Background: an optimization exercise with open tools, aiming at small area, a short achievable clock period and few clock cycles per item. Do not read the settings as production practice.
The RTL was checked by simulation tests, not by an equivalence proof against the original design.

== run 1 ==
// ntt256
module ntt256 (
    input  wire        clk,
    input  wire        rst_n,
    input  wire        start,
    output wire        done,
    output wire [7:0]  ram_addr_a,
    output wire        ram_we_a,
    output wire [23:0] ram_wdata_a,
    input  wire [23:0] ram_rdata_a,
    output wire [7:0]  ram_addr_b,
    output wire        ram_we_b,
    output wire [23:0] ram_wdata_b,
    input  wire [23:0] ram_rdata_b
);
==> flow/config.mk <==
export PLATFORM = sky130hd
export DESIGN_NAME = ntt256
export DESIGN_NICKNAME = ntt256
export VERILOG_FILES = /design/flow/design.v
export SDC_FILE = /design/flow/constraint.sdc
export NUM_CORES = 4
export LEC_CHECK = 0
export CAP_MARGIN = 20
export CORE_MARGIN = 2
export CORE_UTILIZATION = 40
export SLEW_MARGIN = 20
export SYNTH_MEMORY_MAX_BITS = 8192
==> flow/constraint.sdc <==
create_clock -name core_clock -period 10.0 [get_ports {clk}]
set_input_delay 2.0000 -clock core_clock [delete_from_list [all_inputs] [get_ports {clk}]]
set_output_delay 2.0000 -clock core_clock [all_outputs]
set_load 0.01 [all_outputs]
standard.sh (not shown) runs the stock make flow with config.mk's settings and CLKGATE_MAP_FILE= SYNTH_SCRIPT=/design/flow/synth_recipe.tcl, a recipe that flattens the netlist after the stock synthesis.
==> flow/flow/run.sh <==
#!/bin/bash
# Standard layout (the standard.sh), with timing repair aiming for 6.5 ns of setup slack.
set -euo pipefail
bash standard.sh SETUP_SLACK_MARGIN=6.5 finish > standard_flow.log 2>&1
Testbench counts of run 1, summed over its fixed seeds: cycles 18,720, ntts 18.
Edits applied to the flow inputs when going from run 1 to run 2:
==> flow/flow/run.sh <==
#!/bin/bash
# Standard layout (the standard.sh), with timing repair aiming for 6 ns of setup slack.
set -euo pipefail
bash standard.sh SETUP_SLACK_MARGIN=6 finish > standard_flow.log 2>&1
==> comparison <==
Run 2 completed; timing, DRC and antenna clean. Relative to run 1, run 2 degrades half-perimeter wire length after detailed placement. Compare run 2 and run 1 | endpoint arrival time on the critical path higher: run 2. Run 2: setup skew after layout higher than run 1.
Changes in run 3 relative to run 2:
==> flow/flow/run.sh <==
#!/bin/bash
# Standard layout (the standard.sh), with timing repair aiming for 6.5 ns of setup slack.
set -euo pipefail
bash standard.sh SETUP_SLACK_MARGIN=6.5 finish > standard_flow.log 2>&1
-- flow/config.mk --
<<< run 2, line 8
export CAP_MARGIN = 20
export CORE_MARGIN = 2
export CORE_UTILIZATION = 40
export SLEW_MARGIN = 20
export SYNTH_MEMORY_MAX_BITS = 8192
>>> run 3, line 8
export CAP_MARGIN = 20
export CORE_MARGIN = 2
export CORE_UTILIZATION = 60
export SLEW_MARGIN = 20
export SYNTH_MEMORY_MAX_BITS = 8192
### Flow results
The critical path depth of run 3 is higher than that of run 2.
What run 3 reported for total half-perimeter wirelength after legalization and detailed placement has to be multiplied by 1.05 to get the figure for run 2.
Run 2 → run 3: instance count after placement with tap cells included saw a decrease, share of the final layout cell area in multi-input gates went down, first-iteration DRC count +1839, clock skew increased by 0.0063 ns relative to the old numbers.

== job 101 ==
Starting RTL as in the previous note.
==> flow/config.mk <==
export PLATFORM = sky130hd
export DESIGN_NAME = ntt256
export DESIGN_NICKNAME = ntt256
export VERILOG_FILES = /design/flow/design.v
export SDC_FILE = /design/flow/constraint.sdc
export NUM_CORES = 4
export LEC_CHECK = 0
export ABC_AREA = 1
export CAP_MARGIN = 20
export CORE_MARGIN = 2
export CORE_UTILIZATION = 40
export SLEW_MARGIN = 20
export SYNTH_MEMORY_MAX_BITS = 8192
==> flow/constraint.sdc <==
create_clock -name core_clock -period 10.0 [get_ports {clk}]
set_input_delay 2.0000 -clock core_clock [delete_from_list [all_inputs] [get_ports {clk}]]
set_output_delay 2.0000 -clock core_clock [all_outputs]
set_load 0.01 [all_outputs]
==> flow/flow/run.sh <==
#!/bin/bash
# Standard layout (the standard.sh), with timing repair aiming for 6.5 ns of setup slack.
set -euo pipefail
bash standard.sh SETUP_SLACK_MARGIN=6.5 finish > standard_flow.log 2>&1
Testbench counts of job 101, summed over its fixed seeds: cycles 18,720, ntts 18.
What job 102 does differently from job 101 at the input level:
Settings: a deleted ABC_AREA that had been 1.
==> flow/flow/run.sh <==
#!/bin/bash
# Standard layout (the standard.sh), with timing repair aiming for 6.8 ns of setup slack.
set -euo pipefail
bash standard.sh SETUP_SLACK_MARGIN=6.8 finish > standard_flow.log 2>&1
==> notes.md <==
Run comparison: job 101 source of the critical timing path u_ntt.w[1]; job 102 source of the critical timing path u_ntt.r1[24]. Measured against each other, job 101 and job 102 differ in count of mapped cells out of synthesis, the higher figure coming from job 101. Compared with job 101, in job 102 non-clock buffer instance count of the final layout higher, final worst slack higher, count of fill cells added during filler insertion lower.

## static timing again, ports no longer ideal
In the flow no input, the clock included, has a driving cell. The finished layouts below were timed again as built, in two steps.
Step 1 sets driving cells, clkbuf_16 on the clock port and buf_2 on the other inputs (assumed; they add their load-dependent delay and slew).
Step 2, shift: input delay + t, output delay - t, t = (earliest + latest rising clock arrival at the registers) / 2. This alone moves slack from input paths to output paths.
Slacks: ideal ports / drivers / drivers and shift; pairs: ideal ports / drivers.
run	t, ns	setup slack, ns	hold WS [ns]	worst setup path after step 2	slew at the worst register clock pin (ns)
run 1	0.694	6.345 / 6.345 / 6.345	0.311 / 0.311 / 0.311	register to register	0.07 / 0.07
run 2	0.688	5.831 / 5.831 / 5.831	0.315 / 0.315 / 0.315	register to register	0.07 / 0.07
run 3	0.690	6.156 / 6.156 / 6.156	0.307 / 0.307 / 0.307	register to register	0.08 / 0.08
job 101	0.714	6.313 / 6.313 / 6.313	0.325 / 0.325 / 0.325	register to register	0.07 / 0.07
job 102	0.690	6.336 / 6.336 / 6.336	0.314 / 0.314 / 0.314	register to register	0.07 / 0.07
After both steps every run listed still meets setup and hold.
